What follows belongs to an exercise in optimizing a design on an open flow for small area; a production flow would make more cautious choices. Only simulation tests tie the RTL to the original design; equivalence was not proved. Power figures rest on the tool's default switching activity, not on a simulated workload.

==> flow/design.v <==
module add_32(
    input  [31:0] a,
    input  [31:0] b,
    input         ci,
    output [31:0] c
);
    wire [31:0] p, g;
    add_pg pg(.a(a), .b(b), .p(p), .g(g));
    alu_carry carry(.p(p), .g(g), .ci(ci), .s(c), .c31());
endmodule
module add_pg(input [31:0] a, input [31:0] b, output [31:0] p, output [31:0] g);
    assign p = a ^ b;
    assign g = a & b;
endmodule
module inc30(
    input  [31:0] a,
    output [31:0] y
);
    wire [32:2] cy;
    assign cy[2] = 1'b1;
    genvar i;
    generate
        for (i = 2; i < 32; i = i + 1) begin : carry
            assign cy[i+1] = cy[i] & a[i];
        end
    endgenerate
    assign y = {a[31:2] ^ cy[31:2], a[1:0]};
endmodule
module REG32(
    input             clk,
    input             rst,
    input      [31:0] D,
    output reg [31:0] Q
);
    always @(posedge clk or posedge rst) begin
        if (rst) Q <= 32'b0;
        else Q <= D;
    end
endmodule
module Pipeline_IF(
    input wire clk_IF,
    input wire rst_IF,
    input wire [31:0] PC_in_IF,
    input wire PCSrc,
    input wire PCSrc_n,      
    output wire [31:0] PC_out_IF
);
    wire [31:0] PC_q;
    wire [31:0] PC_4;
    inc30 pc4(.a(PC_q), .y(PC_4));
    wire [31:0] PC_next;
    pc_mux m(.target(PC_in_IF), .pc4(PC_4), .s(PCSrc), .s_n(PCSrc_n), .y(PC_next));
    REG32 PC(
        .clk(clk_IF),
        .rst(rst_IF),
        .D(PC_next),
        .Q(PC_q)
    );
    assign PC_out_IF = PC_q;
endmodule
module pc_mux(input [31:0] target, pc4, input s, input s_n, output [31:0] y);
    assign y = (target & {32{s}}) | (pc4 & {32{s_n}});
endmodule
module IF_reg_ID(
    input wire clk_IFID,
    input wire rst_IFID,
    input wire[31:0] PC_in_IFID,
    input wire[31:0] inst_in_IFID,
    output reg [31:0] PC_out_IFID,
    output reg [31:0] inst_out_IFID
);
always @(posedge clk_IFID or posedge rst_IFID) begin
    if (rst_IFID) begin
        PC_out_IFID <= 32'b0;
        inst_out_IFID <= 32'b0;
    end
    else begin
        PC_out_IFID <= PC_in_IFID;
        inst_out_IFID <= inst_in_IFID;
    end
end
endmodule
module Regs(
    input clk,
    input rst,
    input [4:0] Rs1_addr,
    input [4:0] Rs2_addr,
    input [4:0] Wt_addr,
    input [31:0] Wt_data,
    input RegWrite,
    output [31:0] Rs1_data,
    output [31:0] Rs2_data
);
    reg [32*32-1:32] register;
    reg [31:1] valid;
    wire [31:1] we, we_n;
    wire [31:1] sel1, sel2;
    wire [32*32-1:32] next;
    genvar i, b;
    generate
        for (i = 1; i < 32; i = i + 1) begin : dec
            assign we[i] = RegWrite && (Wt_addr == i);
            assign we_n[i] = ~we[i];
            rf_wmux wm(.d(Wt_data), .q(register[i*32 +: 32]), .we(we[i]), .we_n(we_n[i]),
                       .y(next[i*32 +: 32]));
            assign sel1[i] = valid[i] & (Rs1_addr == i);
            assign sel2[i] = valid[i] & (Rs2_addr == i);
        end
    endgenerate
    always @(posedge clk) begin
        register <= next;
    end
    always @(posedge clk or posedge rst) begin
        if (rst) valid <= 31'b0;
        else valid <= valid | we;
    end
    generate
        for (b = 0; b < 32; b = b + 1) begin : rd
            wire [31:1] col;
            for (i = 1; i < 32; i = i + 1) begin : c
                assign col[i] = register[i*32 + b];
            end
            rf_rbit r1(.d(col), .s(sel1), .y(Rs1_data[b]));
            rf_rbit r2(.d(col), .s(sel2), .y(Rs2_data[b]));
        end
    endgenerate
endmodule
module rf_wmux(input [31:0] d, input [31:0] q, input we, input we_n, output [31:0] y);
    assign y = (d & {32{we}}) | (q & {32{we_n}});
endmodule
module rf_rbit(input [31:1] d, input [31:1] s, output y);
    wire [10:0] t;
    genvar i;
    generate
        for (i = 0; i < 10; i = i + 1) begin : g
            cell_aoi222 u(.a1(d[3*i+1]), .a2(s[3*i+1]), .b1(d[3*i+2]), .b2(s[3*i+2]),
                          .c1(d[3*i+3]), .c2(s[3*i+3]), .y(t[i]));
        end
    endgenerate
    cell_nand2 u10(.a(d[31]), .b(s[31]), .y(t[10]));
    wire u0, u1, u2;
    cell_nand4 n0(.a(t[0]), .b(t[1]), .c(t[2]), .d(t[3]), .y(u0));
    cell_nand4 n1(.a(t[4]), .b(t[5]), .c(t[6]), .d(t[7]), .y(u1));
    cell_nand3 n2(.a(t[8]), .b(t[9]), .c(t[10]), .y(u2));
    cell_or3 o(.a(u0), .b(u1), .c(u2), .y(y));
endmodule
module cell_aoi222(input a1, a2, b1, b2, c1, c2, output y);
    assign y = ~((a1 & a2) | (b1 & b2) | (c1 & c2));
endmodule
module cell_nand2(input a, b, output y);
    assign y = ~(a & b);
endmodule
module cell_nand3(input a, b, c, output y);
    assign y = ~(a & b & c);
endmodule
module cell_nand4(input a, b, c, d, output y);
    assign y = ~(a & b & c & d);
endmodule
module cell_or3(input a, b, c, output y);
    assign y = a | b | c;
endmodule
module cell_inv(input a, output y);
    assign y = ~a;
endmodule
module cell_xor2(input a, b, output y);
    assign y = a ^ b;
endmodule
module cell_ha(input a, b, output c, output s);
    assign c = a & b;
    assign s = a ^ b;
endmodule
module ImmGen(
  input [3:0]   ImmType,      
  input [31:2]  inst_field,
  output [30:0] Imm_out
);
    wire I = ImmType[0], S = ImmType[1], B = ImmType[2], J = ImmType[3];
    wire nU = I | S | B | J;
    imm_bits m(.ir(inst_field), .I(I), .S(S), .B(B), .J(J),
               .IJ(I | J), .SB(S | B), .IS(I | S), .ISB(I | S | B), .JU(~(I | S | B)),
               .U(~nU), .nU(nU), .y(Imm_out));
endmodule
module imm_bits(
  input [31:2] ir,
  input I, S, B, J, IJ, SB, IS, ISB, JU, U, nU,
  output [30:0] y
);
    assign y[0]     = (I & ir[20]) | (S & ir[7]);
    assign y[4:1]   = ({4{IJ}} & ir[24:21]) | ({4{SB}} & ir[11:8]);
    assign y[10:5]  = {6{nU}} & ir[30:25];
    assign y[11]    = (IS & ir[31]) | (B & ir[7]) | (J & ir[20]);
    assign y[19:12] = ({8{ISB}} & {8{ir[31]}}) | ({8{JU}} & ir[19:12]);
    assign y[30:20] = ({11{nU}} & {11{ir[31]}}) | ({11{U}} & ir[30:20]);
endmodule
module SCPU_ctrl(
  input [4:0]       OPcode,
  input [2:0]       Fun3,
  input             Fun7,
  output reg        MemtoReg,    
  output reg        PCtoReg,     
  output reg [1:0]  Br,
  output reg        RegWrite,
  output reg        MemRW,
  output reg [3:0]  ALU_Control
);
  localparam AND = 4'b0000, OR = 4'b0001, XOR = 4'b0010,
             ADD = 4'b0100, SUB = 4'b0101,
             SLL = 4'b1000, SRL = 4'b1001,
             SLT = 4'b1100, SLTU = 4'b1101;
  always @* begin
    MemtoReg = 1'b0; PCtoReg = 1'b0;
    Br = 2'b00; RegWrite = 1'b0; MemRW = 1'b0; ALU_Control = AND;
    case (OPcode)
    5'b01100: begin  
        RegWrite = 1'b1;
        case ({Fun3, Fun7})
            4'b0000: ALU_Control = ADD;
            4'b0001: ALU_Control = SUB;
            4'b0010: ALU_Control = SLL;
            4'b0100: ALU_Control = SLT;
            4'b0110: ALU_Control = SLTU;
            4'b1000: ALU_Control = XOR;
            4'b1010: ALU_Control = SRL;
            4'b1011: ALU_Control = SRL;    
            4'b1100: ALU_Control = OR;
            4'b1110: ALU_Control = AND;
            default: RegWrite = 1'b0;
        endcase
    end
    5'b00000: begin  
        MemtoReg = 1'b1; RegWrite = 1'b1; ALU_Control = ADD;
    end
    5'b01000: begin  
        MemRW = 1'b1; ALU_Control = ADD;
    end
    5'b00100: begin  
        RegWrite = 1'b1;
        case (Fun3)
            3'b000: ALU_Control = ADD;
            3'b010: ALU_Control = SLT;
            3'b011: ALU_Control = SLTU;
            3'b100: ALU_Control = XOR;
            3'b110: ALU_Control = OR;
            3'b111: ALU_Control = AND;
            3'b001: ALU_Control = SLL;
            3'b101: ALU_Control = SRL;
        endcase
    end
    5'b11000: begin  
        case (Fun3)
            3'b000: begin Br = 2'b01; ALU_Control = SUB; end
            3'b001: begin Br = 2'b10; ALU_Control = SUB; end
            default: ;
        endcase
    end
    5'b11011: begin  
        PCtoReg = 1'b1; RegWrite = 1'b1; Br = 2'b11;
    end
    5'b11001: begin  
        PCtoReg = 1'b1; RegWrite = 1'b1; Br = 2'b11; ALU_Control = ADD;
    end
    5'b01101: begin  
        PCtoReg = 1'b1; RegWrite = 1'b1;
    end
    default: ;
    endcase
  end
endmodule
module Pipeline_ID (
    input clk_ID,
    input rst_ID,
    input RegWrite_in_ID,
    input [4:0] Rd_addr_ID,
    input [31:0] Wt_data_ID,
    input [31:0] Inst_in_ID,
    output [31:0] Rs1_out_ID,
    output [31:0] Rs2_out_ID,
    output [3:0] ImmType_ID,    
    output ALUSrc_B_ID,         
    output Sub_ID               
);
    Regs Regs_0(
        .clk(clk_ID),
        .rst(rst_ID),
        .RegWrite(RegWrite_in_ID),
        .Wt_data(Wt_data_ID),
        .Wt_addr(Rd_addr_ID),
        .Rs1_addr(Inst_in_ID[19:15]),
        .Rs2_addr(Inst_in_ID[24:20]),
        .Rs1_data(Rs1_out_ID),
        .Rs2_data(Rs2_out_ID)
    );
    wire [4:0] op = Inst_in_ID[6:2];
    assign ImmType_ID[0] = op == 5'b00000 || op == 5'b00100 || op == 5'b11001;
    assign ImmType_ID[1] = op == 5'b01000;
    assign ImmType_ID[2] = op == 5'b11000 && Inst_in_ID[14:13] == 2'b00;
    assign ImmType_ID[3] = op == 5'b11011;
    wire [2:0] f3 = Inst_in_ID[14:12];
    assign ALUSrc_B_ID = op == 5'b00000 || op == 5'b01000 || op == 5'b00100 || op == 5'b11001;
    assign Sub_ID = (op == 5'b01100 && (f3 == 3'b000 && Inst_in_ID[30] || f3 == 3'b010 && !Inst_in_ID[30] || f3 == 3'b011 && !Inst_in_ID[30]))
                 || (op == 5'b00100 && (f3 == 3'b010 || f3 == 3'b011))
                 || (op == 5'b11000 && (f3 == 3'b000 || f3 == 3'b001));
endmodule
module ID_reg_Ex(
    input clk_IDEX,
    input rst_IDEX,
    input [31:0] PC_in_IDEX,
    input [31:0] inst_in_IDEX,
    input [3:0] ImmType_in_IDEX,
    input [31:0] Rs1_in_IDEX,
    input [31:0] Rs2_in_IDEX,
    input ALUSrc_B_in_IDEX,
    input Sub_in_IDEX,
    output reg [31:0] PC_out_IDEX,
    output [31:2] inst_out_IDEX,
    output reg [3:0] ImmType_out_IDEX,   
    output reg [31:0] Rs1_out_IDEX,
    output reg [31:0] Rs2_out_IDEX,
    output reg ALUSrc_B_out_IDEX,
    output reg ALUSrc_B_n_out_IDEX,      
    output reg Sub_out_IDEX
);
    reg [31:12] ir_hi;
    reg [11:7] ir_rd;
    reg [6:2] ir_op;
    always @ (posedge clk_IDEX) begin
        Rs1_out_IDEX <= Rs1_in_IDEX;
        ir_rd <= inst_in_IDEX[11:7];
    end
    always @ (posedge clk_IDEX or posedge rst_IDEX) begin
        if (rst_IDEX) begin
            PC_out_IDEX <= 32'b0;
            ir_hi <= 20'b0;
            ir_op <= 5'b0;
            ImmType_out_IDEX <= 4'b0;
            Rs2_out_IDEX <= 32'b0;
            ALUSrc_B_out_IDEX <= 1'b0;
            ALUSrc_B_n_out_IDEX <= 1'b1;
            Sub_out_IDEX <= 1'b0;
        end
        else begin
            PC_out_IDEX <= PC_in_IDEX;
            ir_hi <= inst_in_IDEX[31:12];
            ir_op <= inst_in_IDEX[6:2] ^ 5'b00001;
            ImmType_out_IDEX <= ImmType_in_IDEX;
            Rs2_out_IDEX <= Rs2_in_IDEX;
            ALUSrc_B_out_IDEX <= ALUSrc_B_in_IDEX;
            ALUSrc_B_n_out_IDEX <= ~ALUSrc_B_in_IDEX;
            Sub_out_IDEX <= Sub_in_IDEX;
        end
    end
    assign inst_out_IDEX = {ir_hi, ir_rd, ir_op ^ 5'b00001};
endmodule
module ALU (
  input [31:0]  A,
  input [31:0]  B_n,          
  input [3:0]   ALU_operation,
  input         sub,           
  output [31:0] res
);
  wire [3:0] op = ALU_operation;
  wire sub_n = ~sub;
  wire c_and = op[3:1] == 3'b000;                    
  wire c_xor = op[3:2] == 2'b00 & (op[1] | op[0]);   
  wire s_sum = op[3:2] == 2'b01;
  wire s_sr  = op[3:2] == 2'b10 & op[0];
  wire s_sl  = op[3:2] == 2'b10 & ~op[0];
  wire s_lt  = op[3:2] == 2'b11;
  wire [31:0] g, p, sum;
  wire c31;
  genvar i;
  generate
    for (i = 0; i < 32; i = i + 1) begin : pg
      wire bx;
      cell_xor2 x(.a(B_n[i]), .b(sub_n), .y(bx));    
      cell_ha h(.a(A[i]), .b(bx), .c(g[i]), .s(p[i]));
    end
  endgenerate
  alu_carry carry(.p(p), .g(g), .ci(~sub_n), .s(sum), .c31(c31));
  wire lt_early = op[0] ? ~g[31] : A[31];
  wire lt_n = ~(s_lt & (p[31] ? ~c31 : lt_early));
  wire [31:0] sr;
  alu_shift shifter(.A(A), .s_n(B_n[4:0]), .left(~op[0]), .sr(sr));
  alu_result result(.g(g), .p(p), .sum(sum), .sr(sr), .lt_n(lt_n),
                    .c_and(c_and), .c_xor(c_xor), .s_sum(s_sum), .s_sr(s_sr), .s_sl(s_sl), .res(res));
endmodule
module alu_carry(
  input  [31:0] p,
  input  [31:0] g,
  input         ci,
  output [31:0] s,
  output        c31          
);
  reg [31:0] pp, gg;
  integer i, j;
  always @* begin
    pp = p;
    gg = g;
    gg[0] = gg[0] | (pp[0] & ci);
    for (i = 1; i <= 5; i = i + 1)
      for (j = 2**i - 1; j < 32; j = j + 2**i) begin
        gg[j] = gg[j] | (pp[j] & gg[j - 2**(i-1)]);
        pp[j] = pp[j] & pp[j - 2**(i-1)];
      end
    for (i = 5; i > 0; i = i - 1)
      for (j = 2**i + 2**(i-1) - 1; j < 32; j = j + 2**i) begin
        gg[j] = gg[j] | (pp[j] & gg[j - 2**(i-1)]);
        pp[j] = pp[j] & pp[j - 2**(i-1)];
      end
  end
  assign s = p ^ {gg[30:0], ci};
  assign c31 = gg[30];
endmodule
module alu_shift(input [31:0] A, input [4:0] s_n, input left, output [31:0] sr);
  wire [31:0] v0, v1, v2, v3, v4, v5;
  wire [4:0] s;
  genvar k;
  generate
    for (k = 0; k < 5; k = k + 1) begin : si
      cell_inv i(.a(s_n[k]), .y(s[k]));
    end
  endgenerate
  alu_shift_rev r(.a(A), .left(left), .left_n(~left), .y(v0));
  alu_shift_stage #(.K(0), .INV(1)) s0(.v(v0), .s(s[0]), .s_n(s_n[0]), .y(v1));
  alu_shift_stage #(.K(1), .INV(0)) s1(.v(v1), .s(s[1]), .s_n(s_n[1]), .y(v2));
  alu_shift_stage #(.K(2), .INV(1)) s2(.v(v2), .s(s[2]), .s_n(s_n[2]), .y(v3));
  alu_shift_stage #(.K(3), .INV(0)) s3(.v(v3), .s(s[3]), .s_n(s_n[3]), .y(v4));
  alu_shift_stage #(.K(4), .INV(1)) s4(.v(v4), .s(s[4]), .s_n(s_n[4]), .y(v5));
  assign sr = v5;
endmodule
module alu_shift_rev(input [31:0] a, input left, input left_n, output [31:0] y);
  genvar i;
  generate
    for (i = 0; i < 32; i = i + 1) begin : b
      assign y[i] = ~((left & a[31-i]) | (left_n & a[i]));
    end
  endgenerate
endmodule
module alu_shift_stage #(parameter K = 0, parameter INV = 0) (
  input [31:0] v, input s, input s_n, output [31:0] y);    
  genvar i;
  generate
    for (i = 0; i < 32; i = i + 1) begin : b
      if (i + 2**K < 32) begin : m
        assign y[i] = ~((s & v[i + 2**K]) | (s_n & v[i]));
      end else if (INV) begin : z
        assign y[i] = ~(s | (s_n & v[i]));
      end else begin : z
        assign y[i] = ~(s_n & v[i]);
      end
    end
  endgenerate
endmodule
module alu_result(
  input [31:0] g, p, sum, sr, input lt_n,
  input c_and, c_xor, s_sum, s_sr, s_sl,
  output [31:0] res);
  genvar i;
  generate
    for (i = 0; i < 32; i = i + 1) begin : b
      wire n1 = ~((c_and & g[i]) | (c_xor & p[i]));
      wire n2 = ~((s_sum & sum[i]) | (s_sr & sr[i]) | (s_sl & sr[31-i]));
      if (i == 0) begin : b0
        assign res[i] = ~(n1 & n2 & lt_n);
      end else begin : bn
        assign res[i] = ~(n1 & n2);
      end
    end
  endgenerate
endmodule
module Pipeline_Ex(
    input [31:0] PC_in_EX,
    input [31:2] Inst_in_EX,
    input [3:0] ImmType_in_EX,
    input [31:0] Rs1_in_EX,
    input [31:0] Rs2_in_EX,
    input ALUSrc_B_in_EX,
    input ALUSrc_B_n_in_EX,
    input Sub_in_EX,
    output [31:0] PC_out_EX,
    output [31:0] PC4_out_EX,
    output [31:0] ALU_out_EX,
    output [4:0] Rd_addr_EX,
    output [1:0] Br_EX,
    output MemRW_EX,
    output MemtoReg_EX,
    output PCtoReg_EX,
    output RegWrite_EX
);
wire [31:0] imm;
wire [30:0] imm30;
assign imm = {Inst_in_EX[31], imm30};
wire [3:0] aluctl;
ImmGen ImmGen_0(
    .ImmType(ImmType_in_EX),
    .inst_field(Inst_in_EX),
    .Imm_out(imm30)
);
SCPU_ctrl SCPU_ctrl_0(
    .OPcode(Inst_in_EX[6:2]),
    .Fun3(Inst_in_EX[14:12]),
    .Fun7(Inst_in_EX[30]),
    .MemtoReg(MemtoReg_EX),
    .PCtoReg(PCtoReg_EX),
    .Br(Br_EX),
    .RegWrite(RegWrite_EX),
    .MemRW(MemRW_EX),
    .ALU_Control(aluctl)
);
assign Rd_addr_EX = Inst_in_EX[11:7];
add_32 target(
    .a(PC_in_EX),
    .b(imm),
    .ci(1'b0),
    .c(PC_out_EX)
);
inc30 pc4(.a(PC_in_EX), .y(PC4_out_EX));
wire [31:0] b_n;
bmux bsel(.rs2(Rs2_in_EX), .imm(imm), .s(ALUSrc_B_in_EX), .s_n(ALUSrc_B_n_in_EX), .y_n(b_n));
ALU alu_inst(
    .A(Rs1_in_EX),
    .B_n(b_n),
    .ALU_operation(aluctl),
    .sub(Sub_in_EX),
    .res(ALU_out_EX)
);
endmodule
module bmux(input [31:0] rs2, imm, input s, input s_n, output [31:0] y_n);    
    assign y_n = ~((imm & {32{s}}) | (rs2 & {32{s_n}}));
endmodule
module Ex_reg_Mem(
  input clk_EXMem,
  input rst_EXMem,
  input [31:0] PC_in_EXMem,
  input [31:0] PC4_in_EXMem,
  input [4:0] Rd_addr_EXMem,
  input [31:0] ALU_in_EXMem,
  input [31:0] Rs2_in_EXMem,
  input [1:0] Br_in_EXMem,
  input MemRW_in_EXMem,
  input MemtoReg_in_EXMem,
  input PCtoReg_in_EXMem,
  input RegWrite_in_EXMem,
  output reg [31:0] PC_out_EXMem,
  output reg [31:0] PC4_out_EXMem,
  output reg [4:0] Rd_addr_out_EXMem,
  output reg [31:0] ALU_out_EXMem,
  output reg [31:0] Rs2_out_EXMem,
  output reg [1:0] Br_out_EXMem,
  output reg MemRW_out_EXMem,
  output reg MemtoReg_out_EXMem,
  output reg PCtoReg_out_EXMem,
  output reg RegWrite_out_EXMem
);
  always @(posedge clk_EXMem) begin
    PC_out_EXMem <= PC_in_EXMem;
    PC4_out_EXMem <= PC4_in_EXMem;
    Rd_addr_out_EXMem <= Rd_addr_EXMem;
  end
  always @(posedge clk_EXMem or posedge rst_EXMem) begin
    if (rst_EXMem) begin
      ALU_out_EXMem <= 32'b0;
      Rs2_out_EXMem <= 32'b0;
      Br_out_EXMem <= 2'b0;
      MemRW_out_EXMem <= 1'b0;
      MemtoReg_out_EXMem <= 1'b0;
      PCtoReg_out_EXMem <= 1'b0;
      RegWrite_out_EXMem <= 1'b0;
    end
    else begin
      ALU_out_EXMem <= ALU_in_EXMem;
      Rs2_out_EXMem <= Rs2_in_EXMem;
      Br_out_EXMem <= Br_in_EXMem;
      MemRW_out_EXMem <= MemRW_in_EXMem;
      MemtoReg_out_EXMem <= MemtoReg_in_EXMem;
      PCtoReg_out_EXMem <= PCtoReg_in_EXMem;
      RegWrite_out_EXMem <= RegWrite_in_EXMem;
    end
  end
endmodule
module Pipeline_Mem(
    input [1:0] Br_in_Mem,
    input [31:0] ALU_in_Mem,
    output PCSrc,
    output PCSrc_n
);
wire zero = ~|ALU_in_Mem;
assign PCSrc = (Br_in_Mem == 2'b11) | (Br_in_Mem == 2'b01 & zero) | (Br_in_Mem == 2'b10 & ~zero);
assign PCSrc_n = ~PCSrc;
endmodule
module Mem_reg_WB(
  input clk_MemWB,
  input rst_MemWB,
  input [31:0] Data_in_MemWB,
  input [4:0] Rd_addr_MemWB,
  input RegWrite_in_MemWB,
  output reg [31:0] Data_out_MemWB,
  output reg [4:0] Rd_addr_out_MemWB,
  output reg RegWrite_out_MemWB
);
  always @(posedge clk_MemWB) begin
    Rd_addr_out_MemWB <= Rd_addr_MemWB;
  end
  always @(posedge clk_MemWB or posedge rst_MemWB) begin
    if (rst_MemWB) begin
      Data_out_MemWB <= 32'b0;
      RegWrite_out_MemWB <= 1'b0;
    end
    else begin
      Data_out_MemWB <= Data_in_MemWB;
      RegWrite_out_MemWB <= RegWrite_in_MemWB;
    end
  end
endmodule
module Pipeline_WB(
    input MemtoReg_in_WB,
    input PCtoReg_in_WB,
    input [31:0] ALU_in_WB,
    input [31:0] DMem_data_WB,
    input [31:0] PC4_in_WB,
    output [31:0] Data_out_WB
);
wire s_mem = MemtoReg_in_WB;
wire s_pc = ~MemtoReg_in_WB & PCtoReg_in_WB;
wire s_alu = ~MemtoReg_in_WB & ~PCtoReg_in_WB;
genvar i;
generate
    for (i = 0; i < 32; i = i + 1) begin : m
        wire n;
        cell_aoi222 u(.a1(s_mem), .a2(DMem_data_WB[i]), .b1(s_pc), .b2(PC4_in_WB[i]),
                      .c1(s_alu), .c2(ALU_in_WB[i]), .y(n));
        cell_inv v(.a(n), .y(Data_out_WB[i]));
    end
endgenerate
endmodule
module Pipeline_CPU(
    input clk,
    input rst,
    input[31:0] Data_in,
    input[31:0] inst_IF,
    output[31:0] PC_out_IF,
    output[31:0] PC_out_ID,
    output[31:0] inst_ID,
    output[31:0] PC_out_EX,
    output       MemRW_Ex,
    output       MemRW_Mem,
    output[31:0] Addr_out,
    output[31:0] Data_out,
    output[31:0] Data_out_WB
);
    wire [31:0] pc_if;
    wire [31:0] pc_id, inst_id, rs1_id, rs2_id;
    wire [3:0]  immtype_id;
    wire        alusrc_id, sub_id, alusrc_ex, alusrc_n_ex, sub_ex;
    wire [31:0] pc_ex, rs1_ex, rs2_ex;
    wire [31:2] ir_ex;
    wire [3:0]  immtype_ex;
    wire [4:0]  rd_ex;
    wire        memrw_ex, memtoreg_ex, pctoreg_ex, regwrite_ex;
    wire [1:0]  br_ex;
    wire [31:0] target_ex, pc4_ex, alu_ex;
    wire [31:0] target_mem, pc4_mem, alu_mem, rs2_mem;
    wire [4:0]  rd_mem;
    wire [1:0]  br_mem;
    wire        memrw_mem, memtoreg_mem, pctoreg_mem, regwrite_mem;
    wire        pcsrc, pcsrc_n;
    wire [31:0] wb_next, wb_data;
    wire [4:0]  rd_wb;
    wire        regwrite_wb;
    Pipeline_IF Instruction_Fetch (
        .clk_IF(clk),
        .rst_IF(rst),
        .PC_in_IF(target_mem),
        .PCSrc(pcsrc),
        .PCSrc_n(pcsrc_n),
        .PC_out_IF(pc_if)
    );
    IF_reg_ID IF_reg_ID (
        .clk_IFID(clk),
        .rst_IFID(rst),
        .PC_in_IFID(pc_if),
        .inst_in_IFID(inst_IF),
        .PC_out_IFID(pc_id),
        .inst_out_IFID(inst_id)
    );
    Pipeline_ID Instruction_Decoder (
        .clk_ID(clk),
        .rst_ID(rst),
        .RegWrite_in_ID(regwrite_wb),
        .Rd_addr_ID(rd_wb),
        .Wt_data_ID(wb_data),
        .Inst_in_ID(inst_id),
        .Rs1_out_ID(rs1_id),
        .Rs2_out_ID(rs2_id),
        .ImmType_ID(immtype_id),
        .ALUSrc_B_ID(alusrc_id),
        .Sub_ID(sub_id)
    );
    ID_reg_Ex ID_reg_Ex (
        .clk_IDEX(clk),
        .rst_IDEX(rst),
        .PC_in_IDEX(pc_id),
        .inst_in_IDEX(inst_id),
        .ImmType_in_IDEX(immtype_id),
        .Rs1_in_IDEX(rs1_id),
        .Rs2_in_IDEX(rs2_id),
        .ALUSrc_B_in_IDEX(alusrc_id),
        .Sub_in_IDEX(sub_id),
        .PC_out_IDEX(pc_ex),
        .inst_out_IDEX(ir_ex),
        .ImmType_out_IDEX(immtype_ex),
        .Rs1_out_IDEX(rs1_ex),
        .Rs2_out_IDEX(rs2_ex),
        .ALUSrc_B_out_IDEX(alusrc_ex),
        .ALUSrc_B_n_out_IDEX(alusrc_n_ex),
        .Sub_out_IDEX(sub_ex)
    );
    Pipeline_Ex Execute (
        .PC_in_EX(pc_ex),
        .Inst_in_EX(ir_ex),
        .ImmType_in_EX(immtype_ex),
        .Rs1_in_EX(rs1_ex),
        .Rs2_in_EX(rs2_ex),
        .ALUSrc_B_in_EX(alusrc_ex),
        .ALUSrc_B_n_in_EX(alusrc_n_ex),
        .Sub_in_EX(sub_ex),
        .PC_out_EX(target_ex),
        .PC4_out_EX(pc4_ex),
        .ALU_out_EX(alu_ex),
        .Rd_addr_EX(rd_ex),
        .Br_EX(br_ex),
        .MemRW_EX(memrw_ex),
        .MemtoReg_EX(memtoreg_ex),
        .PCtoReg_EX(pctoreg_ex),
        .RegWrite_EX(regwrite_ex)
    );
    Ex_reg_Mem Ex_reg_Mem (
        .clk_EXMem(clk),
        .rst_EXMem(rst),
        .PC_in_EXMem(target_ex),
        .PC4_in_EXMem(pc4_ex),
        .Rd_addr_EXMem(rd_ex),
        .ALU_in_EXMem(alu_ex),
        .Rs2_in_EXMem(rs2_ex),
        .Br_in_EXMem(br_ex),
        .MemRW_in_EXMem(memrw_ex),
        .MemtoReg_in_EXMem(memtoreg_ex),
        .PCtoReg_in_EXMem(pctoreg_ex),
        .RegWrite_in_EXMem(regwrite_ex),
        .PC_out_EXMem(target_mem),
        .PC4_out_EXMem(pc4_mem),
        .Rd_addr_out_EXMem(rd_mem),
        .ALU_out_EXMem(alu_mem),
        .Rs2_out_EXMem(rs2_mem),
        .Br_out_EXMem(br_mem),
        .MemRW_out_EXMem(memrw_mem),
        .MemtoReg_out_EXMem(memtoreg_mem),
        .PCtoReg_out_EXMem(pctoreg_mem),
        .RegWrite_out_EXMem(regwrite_mem)
    );
    Pipeline_Mem Memory_Access (
        .Br_in_Mem(br_mem),
        .ALU_in_Mem(alu_mem),
        .PCSrc(pcsrc),
        .PCSrc_n(pcsrc_n)
    );
    Pipeline_WB Write_Back (
        .MemtoReg_in_WB(memtoreg_mem),
        .PCtoReg_in_WB(pctoreg_mem),
        .ALU_in_WB(alu_mem),
        .DMem_data_WB(Data_in),
        .PC4_in_WB(pc4_mem),
        .Data_out_WB(wb_next)
    );
    Mem_reg_WB Mem_reg_WB (
        .clk_MemWB(clk),
        .rst_MemWB(rst),
        .Data_in_MemWB(wb_next),
        .Rd_addr_MemWB(rd_mem),
        .RegWrite_in_MemWB(regwrite_mem),
        .Data_out_MemWB(wb_data),
        .Rd_addr_out_MemWB(rd_wb),
        .RegWrite_out_MemWB(regwrite_wb)
    );
    assign PC_out_IF = pc_if;
    assign PC_out_ID = pc_id;
    assign inst_ID = inst_id;
    assign PC_out_EX = target_ex;
    assign MemRW_Ex = memrw_ex;
    assign MemRW_Mem = memrw_mem;
    assign Addr_out = alu_mem;
    assign Data_out = rs2_mem;
    assign Data_out_WB = wb_data;
endmodule
==> flow/flow/run.sh <==
#!/bin/bash
# Layout flow: the standard flow (standard.sh) with these changes:
#  - the port buffers are the smallest buffer cell (buf_1);
#  - the clock tree is built from clkbuf_8, with clkbuf_4 driving
#    clusters of at most 8 sinks, without dummy loads;
#  - the larger buffers (buf_6 and up) are not used, so that repair
#    buffers the high-fanout nets with small buffers;
#  - the buffers synthesis made are removed before placement
#    (REMOVE_ABC_BUFFERS), as the standard flow's timing-driven
#    placement would.
# Each step's full log is under orfs/logs; standard.sh's own output goes
# to standard.log.
set -e
PLATFORM_DONT_USE="$(sed -n '/^export DONT_USE_CELLS += /,/^#/p' $FLOW_HOME/platforms/sky130hd/config.mk | grep -o 'sky130_fd_sc_hd__[a-z0-9_]*' | tr '\n' ' ')"
EXTRA_DONT_USE="sky130_fd_sc_hd__buf_6 sky130_fd_sc_hd__buf_8 sky130_fd_sc_hd__buf_12 sky130_fd_sc_hd__buf_16 sky130_fd_sc_hd__bufbuf_8 sky130_fd_sc_hd__bufbuf_16"
export BUFFER_PORTS_ARGS="-buffer_cell sky130_fd_sc_hd__buf_1"
export CTS_ARGS="-sink_clustering_enable -repair_clock_nets -buf_list sky130_fd_sc_hd__clkbuf_8 -sink_clustering_buffer sky130_fd_sc_hd__clkbuf_4 -sink_clustering_size 8 -sink_clustering_max_diameter 35 -dont_use_dummy_load"
bash standard.sh "DONT_USE_CELLS=$PLATFORM_DONT_USE $EXTRA_DONT_USE" REMOVE_ABC_BUFFERS=1 finish > standard.log 2>&1
==> flow/standard.sh <==
#!/bin/bash
# synth_recipe.tcl (not shown) runs the flow's synth.tcl, then flattens the netlist and writes it again
# the make line also repeats each setting of config.mk as NAME=value (left out here)
make -C /OpenROAD-flow-scripts/flow DESIGN_CONFIG=/design/flow/config.mk WORK_HOME=/design/flow/orfs CLKGATE_MAP_FILE= SYNTH_SCRIPT=/design/flow/synth_recipe.tcl "${@:-finish}"
==> flow/config.mk <==
export PLATFORM = sky130hd
export DESIGN_NAME = Pipeline_CPU
export DESIGN_NICKNAME = Pipeline_CPU
export VERILOG_FILES = /design/flow/design.v
export SDC_FILE = /design/flow/constraint.sdc
export NUM_CORES = 8
export LEC_CHECK = 0
export CAP_MARGIN = 20
export CORE_MARGIN = 2
export CORE_UTILIZATION = 65
export GPL_TIMING_DRIVEN = 1
export SLEW_MARGIN = 20
export SYNTH_HIERARCHICAL = 1
==> flow/constraint.sdc <==
create_clock -name core_clock -period 6.3 [get_ports {clk}]
set_input_delay 1.2600 -clock core_clock [delete_from_list [all_inputs] [get_ports {clk}]]
set_output_delay 1.2600 -clock core_clock [all_outputs]
set_load 0.01 [all_outputs]
==> results of run 1 <==
[kinds of logic (layout without fill, tap and decap cells)]
group                    after synthesis  count (layout)  synth area share (%)
multiplexers                           5               5                0.0883
flip-flops                          1429            1429                  52.1
AO/OA/AOI/OAI                       2105            2105                  32.9
other                                  1              26               0.00646
XOR/XNOR                              65              65                 0.980
buffers and inverters                353             763                  3.94
AND/OR/NAND/NOR                      712             712                  6.62
adder cells (fa/ha/maj)              158             158                  3.40
[timing repair]
action,4_1_cts,5_1_grt
setup endpoints to repair,1,3
hold buffers,0,0
setup buffers,0,2
gates resized for setup,1,10
gates cloned,0,0
[critical path, delay by kind of cell, from the launching register on]
family,cells,cell delay (ps)
DFF,1,440
xor gates and xnor gates,1,190
and+or+nand+nor,3,1120
adders and majority gates,2,540
buffers and inverters,1,170
AOI/OAI and AO/OA,7,1560
[placed cells by master, fill, tap and decap left out, drive strengths merged, types with 8 or more instances in the layout]
| cell type | Yosys | final |
|---|---|---|
| xor2 | 36 | 36 |
| a21oi | 41 | 41 |
| a22o | 1031 | 1031 |
| nand2 | 187 | 187 |
| inv | 62 | 61 |
| a22oi | 226 | 226 |
| and3 | 62 | 62 |
| clkbuf | 16 | 225 |
| nor2b | 12 | 12 |
| nor3b | 15 | 15 |
| and2 | 10 | 10 |
| a222oi | 704 | 704 |
| dfxtp | 1103 | 1103 |
| or3 | 67 | 67 |
| a31o | 8 | 8 |
| dfrtp | 325 | 325 |
| buf | 275 | 476 |
| nor2 | 80 | 80 |
| ha | 158 | 158 |
| nor3 | 11 | 11 |
| or2 | 13 | 13 |
| a21o | 57 | 57 |
| nand3 | 70 | 70 |
| nor4 | 11 | 11 |
| diode | 0 | 25 |
| xnor2 | 29 | 29 |
| nand4 | 136 | 136 |
[per-module statistics from Yosys, one instance, submodules excluded, excerpt]
| module | flops+latches | cell area, µm² | times used |
|---|---|---|---|
| alu_shift | 0 | 3.75 | 1 |
| SCPU_ctrl | 0 | 347 | 1 |
| Pipeline_WB | 0 | 17.5 | 1 |
| alu_carry | 0 | 771 | 2 |
| cell_inv | 0 | 3.75 | 37 |
| cell_or3 | 0 | 6.26 | 64 |
| pc_mux | 0 | 328 | 1 |
| cell_ha | 0 | 12.5 | 32 |
| alu_result | 0 | 774 | 1 |
| cell_nand4 | 0 | 6.26 | 128 |
| rf_wmux | 0 | 328 | 31 |
| cell_nand2 | 0 | 3.75 | 64 |
| IF_reg_ID | 64 | 1610 | 1 |
[final timing paths]
check	from	endpoint	slack (ps)	cells after the start
setup reg to reg	Instruction_Fetch.PC.Q[2]$_DFF_PP0_	Instruction_Fetch.PC.Q[31]$_DFF_PP0_	160	30
setup / recovery	ID_reg_Ex.ImmType_out_IDEX[1]$_DFF_PP0_	PC_out_EX[31]	130	14
max in group asynchronous	rst	Instruction_Decoder.Regs_0.valid[16]$_DFF_PP0_	3950	3
hold / removal	ID_reg_Ex.ir_rd[7]$_DFF_P_	Ex_reg_Mem.Rd_addr_out_EXMem[0]$_DFF_P_	340	0
min in group asynchronous	rst	Ex_reg_Mem.ALU_out_EXMem[16]$_DFF_PP0_	810	2
hold reg to reg	ID_reg_Ex.ir_rd[7]$_DFF_P_	Ex_reg_Mem.Rd_addr_out_EXMem[0]$_DFF_P_	340	0
[area by class of cell]
class / count / share of cell area [%]
Antenna cell: 25 / 0.101
Clock buffer: 218 / 2.83
Inverter: 62 / 0.384
Multi-Input combinational cell: 3046 / 42.0
Sequential cell: 1429 / 49.0
Tap cell: 1165 / 2.36
Timing Repair Buffer: 483 / 3.29
[power breakdown]
part,leakage [µW],switching [µW],internal [µW]
Clock,0.00105,3110,1710
Combinational,0.0112,1490,819
Sequential,0.0132,624,9790
[routing by layer]
metal	routed length, µm	GRT usage, %	vias up
li1	-	-	21467
met3	44500	23.7	1474
met4	26700	42.5	26
met5	257	0.880	-
met1	85000	66.3	26181
met2	101000	74.5	5770
[metrics by stage]
stage	instance area (µm²)	setup WS (ps)
after global placement	59700	295
final	61700	131
after floorplan	56000	569
after global routing	61600	1.07
after detailed placement	59700	103
after CTS	61500	72.6
==> flow_metrics.env, run 1 <==
export IMPL_outcome="finished clean"
export IMPL_timing_critical_path_slowest_stage_cell="or4_4"
export IMPL_detailedRoute_firstPassIterationCount=30
export IMPL_register_area_um2=30200
export IMPL_drt_vias_per_instance=8.54
export IMPL_globalRoute_totalOverflow=0
export IMPL_worstSetupPathType="reg -> out"
export IMPL_synth_enable_flop_cells=0
export IMPL_detailedPlacementHpwl_um=169000
export IMPL_p_per_area_nw_per_um2=285
export IMPL_hold_path_class="reg -> reg"
export IMPL_synth_largest_area_cell="dfxtp_1"
export IMPL_top_level_ports=292
export IMPL_finalHoldWorstSlack_ps=340
export IMPL_timing_final_setup_violations=0
export IMPL_synth_cell_types=70
export IMPL_cts_htree_levels=4
export IMPL_clock_sink_count=1429
export IMPL_multiInputGateArea_um2=25900
export IMPL_grt_pass1_wl_um=359000
export IMPL_timing_final_hold_violations=0
export IMPL_cp_arrival_ps=4910
export IMPL_finalCoreUtilization_pct=69.7
export IMPL_drive_gt1_share_pct=10.4
export IMPL_avgRoutedWirePerCell_um=40.0
export IMPL_design_power_total_uw=17500
export IMPL_drt_initial_drc_count=14376
export IMPL_finalNonFillerCells=6428
export IMPL_path_clk_slew_ps=80
export IMPL_worst_pin_slew_ps=1320
export IMPL_postSynthAreaPerCell_um2=12.0
export IMPL_async_flop_share_pct=22.8
export IMPL_timing_max_transition_violations_final=0
export IMPL_cp_start_kind="register"
export IMPL_design_die_area_um2=91800
export IMPL_grt_setup_unrepaired="no"
export IMPL_ys_flop_type="dfxtp_1"
export IMPL_floorplan_initialDensity_pct=65.6
export IMPL_critical_path_required_ps=5040
export IMPL_cp_cell_sequence="or4_4 -> and2_1 -> ha_1 -> a21oi_1 -> o21ai_0 -> a221oi_2 -> o41ai_2 -> a221o_2 -> a41oi_2 -> a21oi_1 -> ha_1 -> or2_2 -> xor2_1 -> clkbuf_2"
export IMPL_globalRouteTotalUtil_pct=54.2
export IMPL_io_buffer_count=291
export IMPL_clock_latency_ps=910
export IMPL_cts_tree="built"
export IMPL_worst_path_largest_cell_delay_ps=590
export IMPL_number_of_flip_flops_in_the_largest_register=992
export IMPL_final_worst_clock_skew_ps=102
export IMPL_synthesis_area_um2=58100
export IMPL_finalWeightedCongestion=1.07
export IMPL_yosys_cell_count_top_type="dfxtp_1"
export IMPL_max_cap_violations=0
export IMPL_layout_nets=5464
export IMPL_cts_path_max_buffers=3
export IMPL_max_freq_mhz=162
export IMPL_synthTopCellsByArea="dfxtp_1 (38%), a22o_1 (15%), dfrtp_1 (14%)"
export IMPL_synth_top_area_share_pct=38.0
export IMPL_grt_pass1_vias=49855
export IMPL_layout_area_overhead_vs_synth_pct=6.14
export IMPL_synth_cells=4828
export IMPL_synth_sequential_area_ratio_pct=52.1
export IMPL_route_final_wire_length_um=257000
export IMPL_irDropWorstVdd_uv=223
export IMPL_relSlewSlack_pct=12.2
export IMPL_finalWorstPathRequiredPeriod_ps=6170
export IMPL_yosysWarnings=14
export IMPL_floorplan_rows=109
export IMPL_registers_top_by_ff_count="Instruction_Decoder.Regs_0.register"
export IMPL_timing_critical_path_to_type="output port"
export IMPL_cts_made_buffers=218
export IMPL_grt_start_max_net_pins=58
export IMPL_synth_cells_most_frequent="dfxtp_1 (1103), a22o_1 (967), a222oi_1 (704), dfrtp_1 (325), buf_4 (243)"
export IMPL_final_min_period_over_clock_period_pct=97.9
export IMPL_final_fill_count=6731
export IMPL_cts_root_buffer_cell="clkbuf_8"
export IMPL_grt_antenna_before_repair=37
export IMPL_die_height_um=303
export IMPL_leakagePower_uw=0.0254
export IMPL_floorplan_core_area_um2=88500
export IMPL_cell_total_after_placement=6178
export IMPL_drc_errors_left=0
export IMPL_setup_tns_ps=0
export IMPL_vias=54918
export IMPL_final_antenna_net_count=0
export IMPL_synth_seq_cells=1429
export IMPL_die_width_um=303
export IMPL_crit_path_max_fo=7
==> run 2: changes to the inputs <==
--- a/flow/config.mk
+++ b/flow/config.mk
@@ -8,6 +8,6 @@
 export CAP_MARGIN = 20
 export CORE_MARGIN = 2
 export CORE_UTILIZATION = 65
-export GPL_TIMING_DRIVEN = 1
+export GPL_TIMING_DRIVEN = 0
 export SLEW_MARGIN = 20
 export SYNTH_HIERARCHICAL = 1
==> run 2 against run 1 <==
  * Worst setup slack worse by 68 ps
  * Wire length is 3.7% lower
  * Still clean on timing, DRC and antenna
  * Via count is 1.5% lower
  * Clock skew is 3.6 ps lower
  * Largest power group unchanged
  * Sequential share of layout area is 0.41 points lower
==> flow_metrics.env, run 2 <==
export IMPL_outcome="finished clean"
export IMPL_globalRouteTotalUtil_pct=52.2
export IMPL_register_to_register_setup_slack_ps=290
export IMPL_cellInternalPower_uw=12300
export IMPL_yosysWarnings=14
export IMPL_cts_made_buffers=215
export IMPL_drt_vias_per_instance=8.44
export IMPL_synth_cell_types=70
export IMPL_io_buffer_count=291
export IMPL_leakagePower_uw=0.0256
export IMPL_cp_arrival_ps=4980
export IMPL_timing_critical_path_to_type="output port"
export IMPL_cp_start_kind="register"
export IMPL_critical_path_required_ps=5040
export IMPL_crit_path_max_fo=8
export IMPL_grt_pass1_wl_um=348000
export IMPL_commonest_non_fill_non_tap_cells_in_the_layout="dfxtp_1 (1103), a22o_1 (966), a222oi_1 (704), buf_1 (292), dfrtp_1 (289)"
export IMPL_power_net_switching_uw=5150
export IMPL_synth_enable_flop_cells=0
export IMPL_final_worst_clock_skew_ps=98.8
export IMPL_postSynthAreaPerCell_um2=12.0
export IMPL_vias=54100
export IMPL_drc_errors_left=0
export IMPL_globalRoute_totalOverflow=0
export IMPL_power_share_clock_pct=27.3
export IMPL_worst_path_largest_cell_delay_ps=450
export IMPL_final_cell_area_um2=62300
export IMPL_cts_path_max_buffers=3
export IMPL_detailedRoute_firstPassIterationCount=32
export IMPL_synth_cells=4828
export IMPL_worst_path_buf_inv=1
export IMPL_irDropWorstVdd_uv=222
export IMPL_synth_top_area_share_pct=38.0
export IMPL_yosys_cell_count_top_type="dfxtp_1"
export IMPL_design_die_area_um2=91800
export IMPL_number_of_flip_flops_in_the_largest_register=992
export IMPL_power_share_combinational_pct=12.7
export IMPL_synth_largest_area_cell="dfxtp_1"
export IMPL_timing_final_setup_violations=0
export IMPL_path_clk_slew_ps=100
export IMPL_cts_root_buffer_cell="clkbuf_8"
export IMPL_grt_pass1_vias=49764
export IMPL_power_share_sequential_pct=59.9
export IMPL_top_level_ports=292
export IMPL_clock_sink_count=1429
export IMPL_timing_max_transition_violations_final=0
export IMPL_worst_pin_slew_ps=1110
export IMPL_avgRoutedWirePerCell_um=38.7
export IMPL_finalCoreUtilization_pct=70.3
export IMPL_final_fill_count=6598
export IMPL_synth_sequential_area_ratio_pct=52.1
export IMPL_timing_final_hold_violations=0
export IMPL_worstSetupPathType="reg -> out"
export IMPL_hold_path_startpoint="IF_reg_ID.PC_out_IFID[1]$_DFF_PP0_"
export IMPL_postPlaceCellArea_um2=60400
export IMPL_layout_area_overhead_vs_synth_pct=7.19
export IMPL_synth_seq_cells=1429
export IMPL_finalHoldWorstSlack_ps=378
export IMPL_cp_startpoint="ID_reg_Ex.ImmType_out_IDEX[1]$_DFF_PP0_"
export IMPL_floorplan_core_area_um2=88500
export IMPL_cts_htree_levels=4
export IMPL_synth_cells_most_frequent="dfxtp_1 (1103), a22o_1 (967), a222oi_1 (704), dfrtp_1 (325), buf_4 (243)"
export IMPL_p_per_area_nw_per_um2=280
export IMPL_drive_gt1_share_pct=14.1
export IMPL_mostFrequentLayoutCell="dfxtp_1"
export IMPL_timing_critical_path_slowest_stage_cell="dfrtp_2"
export IMPL_relSlewSlack_pct=26.2
export IMPL_route_final_wire_length_um=248000
export IMPL_ys_flop_type="dfxtp_1"
export IMPL_drt_initial_drc_count=13137
export IMPL_grt_start_max_net_pins=53
export IMPL_finalWeightedCongestion=1.05
export IMPL_final_antenna_net_count=0
export IMPL_hold_path_class="reg -> reg"
export IMPL_switching_share_pct=29.5
export IMPL_finalWorstPathRequiredPeriod_ps=6240
export IMPL_max_cap_violations=0
export IMPL_floorplan_initialDensity_pct=65.6
export IMPL_clock_latency_ps=880
export IMPL_max_freq_mhz=160
export IMPL_synthTopCellsByArea="dfxtp_1 (38%), a22o_1 (15%), dfrtp_1 (14%)"
export IMPL_floorplan_rows=109
export IMPL_async_flop_share_pct=22.8
export IMPL_layout_nets=5454
export IMPL_die_height_um=303
export IMPL_detailedPlacementHpwl_um=169000
export IMPL_timing_rr_start="Instruction_Fetch.PC.Q[2]$_DFF_PP0_"
export IMPL_grt_antenna_before_repair=40
export IMPL_registers_top_by_ff_count="Instruction_Decoder.Regs_0.register"
export IMPL_critical_path_top_delay_family="compound AO/OA/AOI/OAI gates"
export IMPL_final_min_period_over_clock_period_pct=99.0
export IMPL_die_width_um=303
export IMPL_synthesis_area_um2=58100
export IMPL_cts_tree="built"
export IMPL_cp_cell_sequence="or3_1 -> nand2_4 -> nand2_2 -> ha_1 -> a21o_1 -> a21o_1 -> a221oi_2 -> o41ai_4 -> a221o_2 -> a41oi_2 -> a21oi_1 -> ha_1 -> or2_2 -> xor2_1 -> clkbuf_2"
[run 2: cell counts after synthesis]
Identical to the previous run, type by type.
[run 2: modules after synthesis, one instance, submodules excluded, excerpt]
| module | area, µm² | flip-flops and latches | cells | copies in the design |
|---|---|---|---|---|
| Pipeline_ID | 123 | 0 | 17 | 1 |
| cell_nand2 | 3.75 | 0 | 1 | 64 |
| add_pg | 400 | 0 | 32 | 1 |
| Regs | 22000 | 1023 | 1258 | 1 |
| ALU | 77.6 | 0 | 13 | 1 |
| cell_xor2 | 8.76 | 0 | 1 | 32 |
| pc_mux | 328 | 0 | 38 | 1 |
| cell_ha | 12.5 | 0 | 1 | 32 |
| rf_wmux | 328 | 0 | 38 | 31 |
| cell_inv | 3.75 | 0 | 1 | 37 |
[run 2: cell type report]
cell class | instances | area [µm²] | share of cell area [%]
Antenna cell | 19 | 47.5 | 0.0764
Clock buffer | 215 | 1720 | 2.76
Inverter | 62 | 243 | 0.390
Multi-Input combinational cell | 3046 | 26100 | 41.9
Sequential cell | 1429 | 30300 | 48.6
Tap cell | 1165 | 1460 | 2.34
Timing Repair Buffer | 476 | 2410 | 3.86
[run 2: cell families after synthesis]
logic type / after synthesis / share of synthesized area [%]
compound gates: 2105 / 32.9
xor+xnor: 65 / 0.980
fa+ha+maj: 158 / 3.40
buf+inv: 353 / 3.94
flops: 1429 / 52.1
mux: 5 / 0.0883
other cells: 1 / 0.00646
simple gates: 712 / 6.62
[run 2: power by group through the flow]
| stage | sequential [µW] | clock, µW | combinational, µW |
|---|---|---|---|
| 3_3_place_gp | 10700 | 0 | 1970 |
| 4_1_cts | 10400 | 4730 | 2150 |
| 3_5_place_dp | 10600 | 0 | 2130 |
| 6_report | 10500 | 4770 | 2220 |
| 5_1_grt | 10500 | 5080 | 2350 |
| 2_1_floorplan | 10500 | 0 | 1130 |
[run 2: final timing paths]
check | to | depth (start not counted)
setup / recovery | PC_out_EX[31] | 15
hold / removal | ID_reg_Ex.PC_out_IDEX[1]$_DFF_PP0_ | 0
setup reg to reg | Instruction_Fetch.PC.Q[31]$_DFF_PP0_ | 30
hold reg to reg | ID_reg_Ex.PC_out_IDEX[1]$_DFF_PP0_ | 0
max in group asynchronous | ID_reg_Ex.ir_hi[17]$_DFF_PP0_ | 3
min in group asynchronous | Ex_reg_Mem.Br_out_EXMem[0]$_DFF_PP0_ | 2
[run 2: what timing repair did]
| action | CTS | global route |
|---|---|---|
| resized for setup | 7 | 11 |
| pin swaps | 0 | 2 |
| setup buffers | 0 | 3 |
| setup endpoints to repair | 8 | 3 |
| hold buffers | 0 | 0 |
[run 2: per-layer routing]
metal / part of all wire (%) / wire [µm] / GRT usage, % / vias up
met5: 0.12 / 309 / 0.880 / -
li1: - / - / - / 21402
met2: 39 / 97900 / 71.8 / 5565
met1: 34 / 83300 / 65.7 / 25723
met4: 9.5 / 23600 / 39.5 / 30
met3: 17 / 42900 / 20.4 / 1380
[run 2: through the flow]
stage / instances / setup TNS [ps] / total power [µW] / setup WS, ps
floorplan: 4537 / 0 / 11600 / 569
global placement: 5993 / -87920 / 12600 / -2310
detailed placement: 6171 / 0 / 12800 / 205
CTS: 6386 / 0 / 17300 / 35.4
global route: 6399 / -10.9 / 17900 / -10.9
finish: 6412 / 0 / 17500 / 63.8
==> run 3: changes to the inputs <==
--- a/flow/config.mk
+++ b/flow/config.mk
@@ -7,7 +7,7 @@
 export LEC_CHECK = 0
 export CAP_MARGIN = 20
 export CORE_MARGIN = 2
-export CORE_UTILIZATION = 65
-export GPL_TIMING_DRIVEN = 0
+export CORE_UTILIZATION = 60
+export GPL_TIMING_DRIVEN = 1
 export SLEW_MARGIN = 20
 export SYNTH_HIERARCHICAL = 1
==> run 3 against run 2 <==
  * Combinational power grew 4%
  * Clock-buffer cell count grew 8
  * Utilization shrank 6.1 points
  * Clock power grew 3%
  * Final area shrank 0.69%
  * Sequential share of layout area grew 0.27 points
  * Fmax grew 1.6%
  * First-iteration DRC count shrank 7.3%
  * Via count shrank 0.45%
  * Clock skew grew 37 ps
  * Global-route usage shrank 1.4 points
  * Worst setup slack gained 97 ps
==> flow_metrics.env, run 3 <==
export IMPL_finalHoldWorstSlack_ps=355
export IMPL_synth_seq_cells=1429
export IMPL_synth_sequential_area_ratio_pct=52.1
export IMPL_final_min_period_over_clock_period_pct=97.5
export IMPL_worst_pin_slew_ps=1360
export IMPL_clock_latency_ps=940
export IMPL_vias=53855
export IMPL_final_fill_count=7841
export IMPL_layout_area_overhead_vs_synth_pct=6.45
export IMPL_crit_path_max_fo=7
export IMPL_registers_top_by_ff_count="Instruction_Decoder.Regs_0.register"
export IMPL_switching_share_pct=29.9
export IMPL_timing_final_setup_violations=0
export IMPL_async_flop_share_pct=22.8
export IMPL_finalWeightedCongestion=1.05
export IMPL_cts_made_buffers=223
export IMPL_design_power_total_uw=17600
export IMPL_grt_pass1_wl_um=363000
export IMPL_synth_top_family_by_area="compound AO/OA/AOI/OAI gates"
export IMPL_floorplan_initialDensity_pct=60.3
export IMPL_synth_cells_most_frequent="dfxtp_1 (1103), a22o_1 (967), a222oi_1 (704), dfrtp_1 (325), buf_4 (243)"
export IMPL_power_share_combinational_pct=13.1
export IMPL_timing_max_transition_violations_final=0
export IMPL_final_worst_clock_skew_ps=136
export IMPL_drt_initial_drc_count=12178
export IMPL_ys_flop_type="dfxtp_1"
export IMPL_timing_final_hold_violations=0
export IMPL_cp_start_kind="register"
export IMPL_max_cap_violations=0
export IMPL_clock_sink_count=1429
export IMPL_p_per_area_nw_per_um2=285
export IMPL_cts_root_buffer_cell="clkbuf_8"
export IMPL_final_cell_area_um2=61800
export IMPL_final_antenna_net_count=0
export IMPL_cp_arrival_ps=4880
export IMPL_synth_cell_types=70
export IMPL_cell_total_after_placement=6290
export IMPL_drc_errors_left=0
export IMPL_synth_largest_area_cell="dfxtp_1"
export IMPL_number_of_flip_flops_in_the_largest_register=992
export IMPL_detailedRoute_firstPassIterationCount=14
export IMPL_layout_nets=5468
export IMPL_mostFrequentLayoutCell="dfxtp_1"
export IMPL_detailedPlacementHpwl_um=169000
export IMPL_finalWorstPathRequiredPeriod_ps=6140
export IMPL_top_level_ports=292
export IMPL_path_clk_slew_ps=90
export IMPL_synthXorXnorAreaFrac_pct=0.980
export IMPL_cts_path_max_buffers=3
export IMPL_floorplan_core_area_um2=96300
export IMPL_synth_adder_area_share_pct=3.40
export IMPL_synth_top_area_share_pct=38.0
export IMPL_yosysWarnings=14
export IMPL_cts_tree="built"
export IMPL_synthesis_area_um2=58100
export IMPL_die_width_um=315
export IMPL_globalRoute_totalOverflow=0
export IMPL_cts_htree_levels=4
export IMPL_timing_critical_path_to_type="output port"
export IMPL_route_final_wire_length_um=261000
export IMPL_postPlaceCellArea_um2=59900
export IMPL_commonest_non_fill_non_tap_cells_in_the_layout="dfxtp_1 (1103), a22o_1 (967), a222oi_1 (704), buf_1 (376), dfrtp_1 (324)"
export IMPL_relSlewSlack_pct=9.20
export IMPL_outcome="finished clean"
export IMPL_finalNonFillerCells=6534
export IMPL_ctsHoldBuffers=0
export IMPL_irDropWorstVdd_uv=196
export IMPL_worstSetupPathType="reg -> out"
export IMPL_synthMuxAreaShare_pct=0.0883
export IMPL_drt_vias_per_instance=8.24
export IMPL_finalCoreUtilization_pct=64.2
export IMPL_floorplan_rows=114
export IMPL_die_height_um=315
export IMPL_synth_simple_area_share_pct=6.62
export IMPL_power_share_clock_pct=27.8
export IMPL_io_buffer_count=291
export IMPL_synth_compound_gate_area_share_pct=32.9
export IMPL_power_net_switching_uw=5260
export IMPL_grt_antenna_before_repair=35
export IMPL_globalRouteTotalUtil_pct=50.8
export IMPL_cellInternalPower_uw=12300
export IMPL_design_die_area_um2=99300
export IMPL_postSynthAreaPerCell_um2=12.0
export IMPL_power_share_sequential_pct=59.1
export IMPL_grt_pass1_vias=49360
export IMPL_max_freq_mhz=163
export IMPL_critical_path_required_ps=5040
export IMPL_leakagePower_uw=0.0254
export IMPL_synth_enable_flop_cells=0
export IMPL_synth_cells=4828
export IMPL_grt_start_max_net_pins=61
export IMPL_drive_gt1_share_pct=10.9
export IMPL_yosys_cell_count_top_type="dfxtp_1"
export IMPL_avgRoutedWirePerCell_um=39.9
export IMPL_synthTopCellsByArea="dfxtp_1 (38%), a22o_1 (15%), dfrtp_1 (14%)"
export IMPL_hold_path_class="reg -> reg"
## run 3: cell types whose count changed in the layout (fill, tap and decap cells not counted), moves of 8 or more
cell,previous run,this run
buf_2,28,74
nand2_2,33,13
and3_1,4,35
buf_4,152,25
nor2_4,32,24
buf_1,292,376
nand2_1,153,173
dfrtp_2,36,1
dfrtp_1,289,324
and3_2,58,27
clkbuf_4,198,206
## run 3: what timing repair did
item	in CTS	in global routing
setup buffers	0	2
gates resized for setup	0	4
setup endpoints to repair	0	3
## run 3: logic make-up after synthesis
family                   count (synthesis)
adder cells (fa/ha/maj)                158
flip-flops                            1429
other                                    1
XOR/XNOR                                65
AO/OA/AOI/OAI                         2105
AND/OR/NAND/NOR                        712
multiplexers                             5
buffers and inverters                  353
## run 3: stage by stage
step	setup WS (ps)	TNS, ps
CTS	9.04	0
detailed placement	265	0
global route	-24.8	-24.8
floorplan	569	0
global placement	301	0
finish	160	0
## run 3: power by group through the flow
stage	clock network, µW	registers [µW]	logic [µW]
2_1_floorplan	0	10500	1130
3_3_place_gp	0	10600	2200
3_5_place_dp	0	10600	2230
4_1_cts	4830	10400	2240
5_1_grt	5200	10500	2440
6_report	4900	10400	2300
## run 3: worst paths after layout
| kind | from | to | slack [ps] | cells after the start |
|---|---|---|---|---|
| max in group asynchronous | rst | Instruction_Decoder.Regs_0.valid[8]$_DFF_PP0_ | 4010 | 3 |
| min reg2reg | Ex_reg_Mem.Rd_addr_out_EXMem[4]$_DFF_P_ | Mem_reg_WB.Rd_addr_out_MemWB[4]$_DFF_P_ | 350 | 0 |
| min | Ex_reg_Mem.Rd_addr_out_EXMem[4]$_DFF_P_ | Mem_reg_WB.Rd_addr_out_MemWB[4]$_DFF_P_ | 350 | 0 |
| max reg2reg | Instruction_Fetch.PC.Q[2]$_DFF_PP0_ | Instruction_Fetch.PC.Q[31]$_DFF_PP0_ | 230 | 30 |
| max | ID_reg_Ex.ImmType_out_IDEX[0]$_DFF_PP0_ | PC_out_EX[31] | 160 | 15 |
| min in group asynchronous | rst | Mem_reg_WB.Data_out_MemWB[22]$_DFF_PP0_ | 720 | 2 |
## run 3: layout make-up
class | count | area [µm²] | area share, %
multi-input combinational | 3046 | 25900 | 41.9
clock buffer | 223 | 1780 | 2.88
inverter | 62 | 236 | 0.382
sequential | 1429 | 30200 | 48.9
timing repair buffer | 482 | 2020 | 3.27
tap | 1276 | 1600 | 2.58
antenna | 16 | 40.0 | 0.0647
## run 3: per-module statistics from Yosys (local to each module, per instance), excerpt
module | times used | cell area (µm²) | flops+latches
cell_ha | 32 | 12.5 | 0
IF_reg_ID | 1 | 1610 | 64
Regs | 1 | 22000 | 1023
inc30 | 2 | 378 | 0
cell_inv | 37 | 3.75 | 0
Ex_reg_Mem | 1 | 3140 | 139
pc_mux | 1 | 328 | 0
imm_bits | 1 | 263 | 0
Pipeline_ID | 1 | 123 | 0
cell_nand4 | 128 | 6.26 | 0
cell_aoi222 | 672 | 10.0 | 0
cell_nand2 | 64 | 3.75 | 0
Pipeline_WB | 1 | 17.5 | 0
cell_nand3 | 64 | 5.00 | 0
Pipeline_Mem | 1 | 90.1 | 0
## run 3: critical path: stages (launching register included)
cell and delay (ps):
dfrtp_1 450, or2_2 360, a22o_1 310, ha_1 300, ha_1 200, o211ai_1 160
nand2_1 110, a31oi_2 290, o41ai_2 140, a221o_2 410, a41oi_2 280, a21oi_1 120
ha_1 180, or2_2 290, xor2_1 180, buf_1 180
## run 3: metal layers
metal	GRT usage [%]	vias up	wire length, µm
li1	-	21474	-
met2	70.2	5189	105000
met3	20.0	1276	42800
met4	38.2	30	23900
met5	0.290	-	323
met1	63.6	25886	89000
==> run 4: changes to the inputs <==
--- a/flow/design.v
+++ b/flow/design.v
@@ -59,7 +59,12 @@
     assign PC_out_IF = PC_q;
 endmodule
 module pc_mux(input [31:0] target, pc4, input s, input s_n, output [31:0] y);
-    assign y = (target & {32{s}}) | (pc4 & {32{s_n}});
+    genvar b;
+    generate
+        for (b = 0; b < 32; b = b + 1) begin : m
+            cell_ao22 c(.a1(target[b]), .a2(s), .b1(pc4[b]), .b2(s_n), .y(y[b]));
+        end
+    endgenerate
 endmodule
 module IF_reg_ID(
     input wire clk_IFID,
@@ -126,7 +131,12 @@
     endgenerate
 endmodule
 module rf_wmux(input [31:0] d, input [31:0] q, input we, input we_n, output [31:0] y);
-    assign y = (d & {32{we}}) | (q & {32{we_n}});
+    genvar b;
+    generate
+        for (b = 0; b < 32; b = b + 1) begin : m
+            cell_ao22 c(.a1(d[b]), .a2(we), .b1(q[b]), .b2(we_n), .y(y[b]));
+        end
+    endgenerate
 endmodule
 module rf_rbit(input [31:1] d, input [31:1] s, output y);
     wire [10:0] t;
@@ -159,6 +169,9 @@
 module cell_or3(input a, b, c, output y);
     assign y = a | b | c;
 endmodule
+module cell_ao22(input a1, a2, b1, b2, output y);
+    assign y = (a1 & a2) | (b1 & b2);
+endmodule
 module cell_inv(input a, output y);
     assign y = ~a;
 endmodule
==> run 4 against run 3 <==
  * Still clean
  * Worst setup slack gained 81 ps
  * Wire length fell by 2.2%
  * Critical path depth down 1
  * Clock skew shrank 28 ps
  * Flip-flop and latch count did not move
  * First-iteration DRC count is 13% higher
  * Largest cell class unchanged
  * Highest routed layer unchanged
==> flow_metrics.env, run 4 <==
export IMPL_timing_final_setup_violations=0
export IMPL_setup_tns_ps=0
export IMPL_avgRoutedWirePerCell_um=39.1
export IMPL_leakagePower_uw=0.0253
export IMPL_layout_area_overhead_vs_synth_pct=9.10
export IMPL_cp_arrival_ps=4800
export IMPL_detailedRoute_firstPassIterationCount=15
export IMPL_preCtsSetupSlack_ps=327
export IMPL_critical_path_required_ps=5040
export IMPL_finalWeightedCongestion=1.04
export IMPL_drt_initial_drc_count=13738
export IMPL_ys_flop_type="dfxtp_1"
export IMPL_worst_pin_slew_ps=1320
export IMPL_route_final_wire_length_um=255000
export IMPL_timing_final_hold_violations=0
export IMPL_synth_sequential_area_ratio_pct=53.5
export IMPL_worstSetupPathType="reg -> out"
export IMPL_synth_cells_most_frequent="dfxtp_1 (1103), a22o_1 (1031), a222oi_1 (704), dfrtp_1 (325), nand2_1 (187)"
export IMPL_timing_max_transition_violations_final=0
export IMPL_crit_path_max_fo=7
export IMPL_die_width_um=311
export IMPL_cts_made_buffers=222
export IMPL_drc_errors_left=0
export IMPL_p_per_area_nw_per_um2=286
export IMPL_hold_path_class="reg -> reg"
export IMPL_globalRouteTotalUtil_pct=50.4
export IMPL_globalRoute_totalOverflow=0
export IMPL_cts_htree_levels=4
export IMPL_cts_root_buffer_cell="clkbuf_8"
export IMPL_yosysWarnings=14
export IMPL_detailedPlacementHpwl_um=168000
export IMPL_synth_top_area_share_pct=39.0
export IMPL_cp_start_kind="register"
export IMPL_clock_latency_ps=930
export IMPL_cts_tree="built"
export IMPL_synthesis_area_um2=56600
export IMPL_final_antenna_net_count=0
export IMPL_worst_path_buf_inv=1
export IMPL_number_of_flip_flops_in_the_largest_register=992
export IMPL_grt_pass1_vias=49627
export IMPL_critical_path_top_delay_family="compound AO/OA/AOI/OAI gates"
export IMPL_worstSetupPathDepth=14
export IMPL_final_fill_count=7339
export IMPL_mostFrequentLayoutCell="dfxtp_1"
export IMPL_ctsHoldBuffers=0
export IMPL_final_worst_clock_skew_ps=108
export IMPL_synth_seq_cells=1429
export IMPL_max_freq_mhz=165
export IMPL_yosys_cell_count_top_type="dfxtp_1"
export IMPL_finalWorstPathRequiredPeriod_ps=6060
export IMPL_synth_cell_types=69
export IMPL_synthTopCellsByArea="dfxtp_1 (39%), a22o_1 (16%), dfrtp_1 (14%)"
export IMPL_design_die_area_um2=96800
export IMPL_cell_total_after_placement=6259
export IMPL_design_power_total_uw=17600
export IMPL_top_level_ports=292
export IMPL_cts_path_max_buffers=3
export IMPL_timing_critical_path_slowest_stage_cell="or4_4"
export IMPL_registers_top_by_ff_count="Instruction_Decoder.Regs_0.register"
export IMPL_clock_sink_count=1429
export IMPL_drive_gt1_share_pct=9.23
export IMPL_grt_start_max_net_pins=74
export IMPL_drt_vias_per_instance=8.29
export IMPL_grt_antenna_before_repair=46
export IMPL_commonest_non_fill_non_tap_cells_in_the_layout="dfxtp_1 (1103), a22o_1 (1031), a222oi_1 (704), buf_1 (352), dfrtp_1 (324)"
export IMPL_timing_critical_path_to_type="output port"
export IMPL_max_cap_violations=0
export IMPL_floorplan_rows=112
export IMPL_outcome="finished clean"
export IMPL_grt_pass1_wl_um=358000
export IMPL_finalNonFillerCells=6523
[run 4: cell count changes after synthesis]
cell    delta
buf_4    -192
a22o_1    +64
a22o_2    -64
[run 4: final timing paths]
path	end	slack, ps	start
min in group asynchronous	Ex_reg_Mem.RegWrite_out_EXMem$_DFF_PP0_	630	rst
setup / recovery	PC_out_EX[31]	240	ID_reg_Ex.ImmType_out_IDEX[1]$_DFF_PP0_
hold reg to reg	ID_reg_Ex.PC_out_IDEX[30]$_DFF_PP0_	380	IF_reg_ID.PC_out_IFID[30]$_DFF_PP0_
hold / removal	ID_reg_Ex.PC_out_IDEX[30]$_DFF_PP0_	380	IF_reg_ID.PC_out_IFID[30]$_DFF_PP0_
max in group asynchronous	Instruction_Decoder.Regs_0.valid[29]$_DFF_PP0_	4090	rst
setup reg to reg	Instruction_Fetch.PC.Q[31]$_DFF_PP0_	310	Instruction_Fetch.PC.Q[2]$_DFF_PP0_
[run 4: cells by family (layout without fill, tap and decap cells)]
logic type               count (synthesis)  after routing  share of synthesized area [%]
adder cells (fa/ha/maj)                158            158                           3.49
XOR/XNOR                                65             65                           1.01
other                                    1             38                        0.00663
buffers and inverters                  161            757                           1.50
AO/OA/AOI/OAI                         2105           2105                           33.6
flip-flops                            1429           1429                           53.5
AND/OR/NAND/NOR                        712            712                           6.80
multiplexers                             5              5                         0.0907
[run 4: repair_timing]
action | in CTS | in global routing
hold endpoints to repair | 0 | 0
endpoints found under the setup margin | 0 | 3
setup buffers | 0 | 1
resized for setup | 0 | 5
[run 4: area by class of cell]
type                            count  area [µm²]  area share, %
Inverter                           62         235          0.381
Multi-Input combinational cell   3046       25800           41.8
Sequential cell                  1429       30200           49.0
Clock buffer                      222        1770           2.87
Antenna cell                       37        92.6          0.150
Timing Repair Buffer              473        2030           3.29
Tap cell                         1254        1570           2.54
[run 4: power breakdown]
part | switching, µW | internal [µW]
combinational | 1480 | 824
clock | 3140 | 1740
sequential | 653 | 9790
[run 4: per-module statistics from Yosys (local to each module, per instance), a selection]
module | cells | area [µm²] | flip-flops and latches | times used
alu_shift_rev | 38 | 285 | 0 | 1
cell_aoi222 | 1 | 10.0 | 0 | 672
inc30 | 32 | 378 | 0 | 2
imm_bits | 56 | 263 | 0 | 1
Pipeline_ID | 17 | 123 | 0 | 1
alu_carry | 100 | 771 | 0 | 2
bmux | 38 | 435 | 0 | 1
Regs | 1258 | 22000 | 1023 | 1
add_pg | 32 | 400 | 0 | 1
REG32 | 33 | 805 | 32 | 1
cell_ao22 | 1 | 8.76 | 0 | 1024
[run 4: per-stage QoR]
stage               area (µm²)  hold WS (ps)  util, %
global route             61700           368     66.1
finish                   61700           377     66.1
CTS                      61500           366     65.9
floorplan                56000           310        -
detailed placement       59700           344     64.0
global placement         59700           338     64.0
[run 4: metal layers]
layer  GRT usage (%)  vias up  wire length (µm)
met4            35.5       20             22700
li1                -    21436                 -
met2            70.5     5614            103000
met5               0        -               135
met1            63.2    25740             85200
met3            20.2     1284             43900

Setup slack of run 4, layout unchanged: 0.241 ns with ideal ports, 0.168 ns with driving cells assumed (clock clkbuf_16, inputs buf_2), 0.313 ns with port delays also shifted by the 0.945 ns mid clock arrival.
